What follows belongs to an exercise in optimizing a design on an open flow for small area; a production flow would make more cautious choices. Only simulation tests tie the RTL to the original design; equivalence was not proved. Power figures rest on the tool's default switching activity, not on a simulated workload.

Setup of west:
==> flow/design.v <==
module mp3(
    input logic     clk,
    input logic     rst,
    output logic    _9b, _6a, _4a, _2a, _0a, _5a, _3b, _49a, _45a, _48b
);
logic [8:0] acc;
logic [6:0] addr;
logic [2:0] mag;
always_comb begin
    case (addr)
        7'd0: mag = 3'd6;
        7'd1: mag = 3'd6;
        7'd2: mag = 3'd6;
        7'd3: mag = 3'd7;
        7'd4: mag = 3'd6;
        7'd5: mag = 3'd6;
        7'd6: mag = 3'd6;
        7'd7: mag = 3'd7;
        7'd8: mag = 3'd6;
        7'd9: mag = 3'd6;
        7'd10: mag = 3'd6;
        7'd11: mag = 3'd7;
        7'd12: mag = 3'd6;
        7'd13: mag = 3'd6;
        7'd14: mag = 3'd6;
        7'd15: mag = 3'd6;
        7'd16: mag = 3'd6;
        7'd17: mag = 3'd7;
        7'd18: mag = 3'd6;
        7'd19: mag = 3'd6;
        7'd20: mag = 3'd6;
        7'd21: mag = 3'd6;
        7'd22: mag = 3'd6;
        7'd23: mag = 3'd6;
        7'd24: mag = 3'd6;
        7'd25: mag = 3'd6;
        7'd26: mag = 3'd6;
        7'd27: mag = 3'd6;
        7'd28: mag = 3'd6;
        7'd29: mag = 3'd6;
        7'd30: mag = 3'd5;
        7'd31: mag = 3'd6;
        7'd32: mag = 3'd6;
        7'd33: mag = 3'd6;
        7'd34: mag = 3'd6;
        7'd35: mag = 3'd5;
        7'd36: mag = 3'd6;
        7'd37: mag = 3'd5;
        7'd38: mag = 3'd6;
        7'd39: mag = 3'd6;
        7'd40: mag = 3'd5;
        7'd41: mag = 3'd6;
        7'd42: mag = 3'd5;
        7'd43: mag = 3'd5;
        7'd44: mag = 3'd6;
        7'd45: mag = 3'd5;
        7'd46: mag = 3'd5;
        7'd47: mag = 3'd6;
        7'd48: mag = 3'd5;
        7'd49: mag = 3'd5;
        7'd50: mag = 3'd5;
        7'd51: mag = 3'd5;
        7'd52: mag = 3'd5;
        7'd53: mag = 3'd5;
        7'd54: mag = 3'd5;
        7'd55: mag = 3'd5;
        7'd56: mag = 3'd5;
        7'd57: mag = 3'd5;
        7'd58: mag = 3'd4;
        7'd59: mag = 3'd5;
        7'd60: mag = 3'd5;
        7'd61: mag = 3'd4;
        7'd62: mag = 3'd5;
        7'd63: mag = 3'd4;
        7'd64: mag = 3'd5;
        7'd65: mag = 3'd4;
        7'd66: mag = 3'd4;
        7'd67: mag = 3'd4;
        7'd68: mag = 3'd5;
        7'd69: mag = 3'd4;
        7'd70: mag = 3'd4;
        7'd71: mag = 3'd4;
        7'd72: mag = 3'd4;
        7'd73: mag = 3'd4;
        7'd74: mag = 3'd4;
        7'd75: mag = 3'd3;
        7'd76: mag = 3'd4;
        7'd77: mag = 3'd4;
        7'd78: mag = 3'd3;
        7'd79: mag = 3'd4;
        7'd80: mag = 3'd3;
        7'd81: mag = 3'd4;
        7'd82: mag = 3'd3;
        7'd83: mag = 3'd3;
        7'd84: mag = 3'd3;
        7'd85: mag = 3'd4;
        7'd86: mag = 3'd3;
        7'd87: mag = 3'd3;
        7'd88: mag = 3'd3;
        7'd89: mag = 3'd2;
        7'd90: mag = 3'd3;
        7'd91: mag = 3'd3;
        7'd92: mag = 3'd3;
        7'd93: mag = 3'd2;
        7'd94: mag = 3'd3;
        7'd95: mag = 3'd2;
        7'd96: mag = 3'd2;
        7'd97: mag = 3'd3;
        7'd98: mag = 3'd2;
        7'd99: mag = 3'd2;
        7'd100: mag = 3'd2;
        7'd101: mag = 3'd2;
        7'd102: mag = 3'd2;
        7'd103: mag = 3'd2;
        7'd104: mag = 3'd2;
        7'd105: mag = 3'd1;
        7'd106: mag = 3'd2;
        7'd107: mag = 3'd2;
        7'd108: mag = 3'd1;
        7'd109: mag = 3'd2;
        7'd110: mag = 3'd1;
        7'd111: mag = 3'd1;
        7'd112: mag = 3'd1;
        7'd113: mag = 3'd1;
        7'd114: mag = 3'd2;
        7'd115: mag = 3'd0;
        7'd116: mag = 3'd1;
        7'd117: mag = 3'd1;
        7'd118: mag = 3'd1;
        7'd119: mag = 3'd1;
        7'd120: mag = 3'd0;
        7'd121: mag = 3'd1;
        7'd122: mag = 3'd0;
        7'd123: mag = 3'd0;
        7'd124: mag = 3'd1;
        7'd125: mag = 3'd0;
        7'd126: mag = 3'd0;
        7'd127: mag = 3'd0;
        default: mag = 3'd0;
    endcase
end
logic [8:0] s;
wire [8:0] n = s + 9'd1;
assign addr = s[7] ? ~n[6:0] : s[6:0];
wire minus = s[8] ^ s[7];
wire hi = ~s[8];
always_ff @(posedge clk) begin
    if (rst) s <= 9'd0;
    else s <= n;
end
always_ff @(posedge clk) begin
    if (rst) acc <= 9'd0;
    else acc <= minus ? acc - {6'd0, mag} : acc + {6'd0, mag};
end
wire b9 = hi | (acc == 9'd0);
assign {_48b, _45a, _49a, _3b, _5a, _0a, _2a, _4a, _6a, _9b} = {b9, acc};
endmodule
Settings: LEC_CHECK=0, CAP_MARGIN=20, CORE_MARGIN=2, CORE_UTILIZATION=40, SLEW_MARGIN=20; clock period 10.0 ns.
standard.sh (not shown) runs the stock make flow with config.mk's settings and CLKGATE_MAP_FILE= SYNTH_SCRIPT=/design/flow/synth_recipe.tcl, a recipe that flattens the netlist after the stock synthesis.
==> flow/flow/run.sh <==
#!/bin/bash
# Own flow: the standard layout (standard.sh), with these changes:
#  - synthesis: ABC maps with flow/abc.script (area-oriented) instead of ORFS's script, and
#    no adder extraction (ADDER_MAP_FILE empty), so ABC sees all logic. Flip-flop mapping,
#    flattening and renaming are the standard synthesis's (flow/my_synth.tcl).
#  - extra make variables from flow/make_args (one NAME=value per line): smaller port
#    buffers and a plainer clock tree.
set -euo pipefail
W=$(pwd)
export MY_ABC_SCRIPT=$W/flow/abc.script
sed -e "s#SYNTH_SCRIPT=[^ ]*#SYNTH_SCRIPT=$W/flow/my_synth.tcl ADDER_MAP_FILE=#" standard.sh > my_standard.sh
grep -q "my_synth.tcl ADDER_MAP_FILE=" my_standard.sh
args=()
if [[ -f flow/make_args ]]; then
  while IFS= read -r line; do [[ -n "$line" ]] && args+=("$line"); done < flow/make_args
fi
bash my_standard.sh "${args[@]}" finish > flow_make.log 2>&1
==> flow/flow/abc.script <==
strash
dc2
dch -f
amap
topo
==> flow/flow/make_args <==
BUFFER_PORTS_ARGS=-buffer_cell sky130_fd_sc_hd__buf_1
CTS_ARGS=-buf_list sky130_fd_sc_hd__clkbuf_4 -dont_use_dummy_load -repair_clock_nets
==> flow/flow/my_synth.tcl <==
# synth_recipe.tcl with one change: Yosys's abc call uses this flow's own ABC script
# (area-oriented mapping) in place of ORFS's abc_speed/abc_area script.
proc synth {args} { yosys synth -nofsm -noshare {*}$args }
proc abc {args} {
  set i [lsearch -exact $args -script]
  if {$i >= 0} { set args [lreplace $args [expr {$i+1}] [expr {$i+1}] $::env(MY_ABC_SCRIPT)] }
  yosys abc {*}$args
}
source $::env(SCRIPTS_DIR)/synth.tcl
# left out here: clear keep_hierarchy, flatten, clean up, hide names made inside functions, write 1_2_yosys.v
west: full flow OK, the timing, design-rule and antenna checks passed
Inputs modified between west and middle:
- clearing CORE_MARGIN, which used to be 2
- putting CORE_AREA at 3 3 77 77 where nothing was set
- putting DIE_AREA at 0 0 80 80 where nothing was set
- clearing CORE_UTILIZATION, which used to be 40
Results
Wire length down 1.9% in middle wrt west. Detailed route, middle vs west: via total lower for middle. Looking at highest layer used for signal routing, the met3 result is from middle; the met4 one comes from west. Compared with west, middle shows a worst setup slack that is 0.17 ns higher. Going from west to middle, the clock network power share was found to have gone up by 0.8 points. Delta(relative area change from synthesis to final layout, middle - west) > 0. Highest clock frequency the design can meet (middle vs. west) increases by a few percent.

## port drivers added, routing unchanged
In the flow no input, the clock included, has a driving cell. The finished layouts below were timed again as built, in two steps. Step 1 (the two cells are an assumption about what drives the block):
set clk [get_ports {clk}]
set_driving_cell -lib_cell sky130_fd_sc_hd__clkbuf_16 $clk
set_driving_cell -lib_cell sky130_fd_sc_hd__buf_2 [delete_from_list [all_inputs] $clk]
Step 2 also shifts input and output timing later by t, the mid clock arrival at the registers, as if the neighbouring blocks saw the same clock. Three values: no drivers, after step 1, after step 2; two values: the first two.
| run | t, ns | setup slack, ns | hold WS [ns] |
|---|---|---|---|
| west | 0.308 | 5.006 / 5.006 / 5.006 | 0.502 / 0.502 / 0.502 |
| middle | 0.303 | 5.177 / 5.177 / 5.177 | 0.518 / 0.518 / 0.518 |
After both steps setup and hold are still met in every run listed.
